What follows belongs to an exercise in optimizing a design on an open flow for small area and a short achievable clock period; a production flow would make more cautious choices. RTL that was checked went through simulation tests only; none was proved equivalent to the original.

==> inputs of job 1368 <==
==> flow/design.v <==
module BC_FIR(
    input  [12:0]      in,
    input              clock_s,
    output logic [12:0] out
);
    logic [11:0] d [0:32];
    always_ff @(posedge clock_s) begin
        d[0] <= in[11:0];
        for (int j = 1; j < 33; j++) d[j] <= d[j-1];
        out <= 13'd3*d[0] + 13'd4075*({1'b0,d[4]}+{1'b0,d[32]}) + 13'd78*({1'b0,d[8]}+{1'b0,d[28]})
             + 13'd3859*({1'b0,d[12]}+{1'b0,d[24]}) + 13'd943*({1'b0,d[16]}+{1'b0,d[20]}) + 13'd1533*d[18];
    end
endmodule
==> flow/run.sh <==
#!/bin/bash
# synth_recipe.tcl (not shown) runs the flow's synth.tcl, then flattens the netlist and writes it again
# the make line also repeats each setting of config.mk as NAME=value (left out here)
make -C /OpenROAD-flow-scripts/flow DESIGN_CONFIG=/design/flow/config.mk WORK_HOME=/design/flow/orfs CLKGATE_MAP_FILE= SYNTH_SCRIPT=/design/flow/synth_recipe.tcl finish
==> flow/config.mk <==
export PLATFORM = sky130hd
export DESIGN_NAME = BC_FIR
export DESIGN_NICKNAME = BC_FIR
export VERILOG_FILES = /design/flow/design.v
export SDC_FILE = /design/flow/constraint.sdc
export NUM_CORES = 4
export LEC_CHECK = 0
export CAP_MARGIN = 20
export CORE_MARGIN = 2
export CORE_UTILIZATION = 40
export SLEW_MARGIN = 20
==> flow/constraint.sdc <==
create_clock -name core_clock -period 16.0 [get_ports {clock_s}]
set_input_delay 3.2000 -clock core_clock [delete_from_list [all_inputs] [get_ports {clock_s}]]
set_output_delay 3.2000 -clock core_clock [all_outputs]
set_load 0.01 [all_outputs]
==> job 6081 (differences from job 1368) <==
==> flow/design.v (replaced) <==
module BC_FIR(
    input [12:0]                in, 
    input                       clock_s, 
    output logic [12:0]         out 
);
localparam [12*19-1:0] b = {12'd3,12'd0,12'd4075,12'd0,12'd78,12'd0,12'd3859,12'd0,12'd943,12'd1533,12'd943,12'd0,12'd3859,12'd0,12'd78,12'd0,12'd4075,12'd0,12'd3};
logic [12-1:0]       mux_in_large [2*19-1:0];
logic [12-1:0]       next_mux_in_large [2*19-1:0];  
logic [12-1:0]       mux_in [19-1:0];  
always_comb begin
    for (int i = 1; i < 2*19; i = i + 1)
        next_mux_in_large[i] = mux_in_large[i-1];
    next_mux_in_large[0] = in[12-1:0];
end
genvar gi;
for (gi=0; gi<19; gi=gi+1) begin : genbit
    assign mux_in[gi] = mux_in_large[(gi+1)*2-1];
end
    always_comb begin
        out = b[0 +: 12]*mux_in[0];
        for(int i = 1; i < 18/2; i=i+1) begin
            out = out + b[i*12 +: 12]*(mux_in[i]+mux_in[18-i]);
        end
        out = out + b[9*12 +: 12]*mux_in[9];
    end
always_ff @(posedge clock_s) begin
    for (int i = 0; i < 2*19; i = i + 1)
        mux_in_large[i] <= next_mux_in_large[i];
end
endmodule
==> notes <==
Job 1368 completed with no timing, DRC or antenna violations. Job 6081 ran to the end with no violations. Maximum frequency: job 6081 is lower than job 1368 (about 26%). Of job 1368 and job 6081, job 1368 has the higher setup slack (gap 4.0 ns). In clock-buffer cell count, job 6081 and job 1368 do not differ. Against job 6081, the synthesized area of job 1368 is larger by 0.65%. Of job 6081 and job 1368, job 1368 has the higher core utilization (gap 0.090 points). Between job 1368 and job 6081, the lower sequential share of layout area is in job 1368 (gap 0.15 points). Critical path depth: job 1368 is lower than job 6081 (5). In job 1368 the hold slack is higher than in job 6081, by 0.0065 ns.
==> figures <==
	job 6081	job 1368
Inverter count	341	330
Mux contribution to synthesized area	0.0546%	0.163%
Startpoint of the tightest hold check path	mux_in_large[32][2]	d[14][11]
Wire length of the first global-routing pass	54.8 mm	57.0 mm
Non-clk bufs	33	26
Instance count after placement with tap cells included	2074	2080
Gate count after technology mapping	1444	1454
GRT met2 Usage	25.2%	25.4%
Total buffers and inverters traversed by the critical path	13	11
Starting density of the core	40.5%	40.6%
Area occupied by multi-input gates	8920 um^2	9040 um^2
Total of flip-flops plus latches after synthesis	408	409
Tot GR Track Use	15.4%	16.2%
Detail-routed net length per standard cell	16.0 um	16.7 um
Crit path from	mux_in_large[9][0]	d[8][0]
Number of fillers in the final layout	4148	4173
Total via count in the routed design	9149	9379
Outcome	timing/DRC/antenna clean	timing/DRC/antenna clean
Clock-cell share	6.07%	6.46%
Type of the worst setup path	reg -> out	reg -> reg
Worst Setup Slack post-DPL	0.684 ns	4.55 ns
Function not checked in job 1368: the RTL went through the layout flow alone.

[re-timing with driven ports]
The flow's constraints put no driver on any port. The routed layouts listed below were extracted and timed again, unchanged, in two steps.
Step 1: set_driving_cell puts a clkbuf_16 on clock_s and a buf_2 on each other input, an assumption about the parent block.
Step 2 also shifts input and output timing later by t, the mid clock arrival at the registers, as if the neighbouring blocks saw the same clock.
Slacks: no drivers / after step 1 / after step 2; pairs: no drivers / after step 1.
run	shift t [ns]	slack for setup (ns)	hold slack, ns	worst register clock-pin slew, ns	cell pins on the clock port's net
job 1368	0.609	4.635 / 4.635 / 4.635	0.316 / 0.316 / 0.316	0.06 / 0.06	1
job 6081	0.575	0.668 / 0.616 / 1.190	0.310 / 0.310 / 0.310	0.06 / 0.06	1
After both steps setup and hold are still met in every run listed.
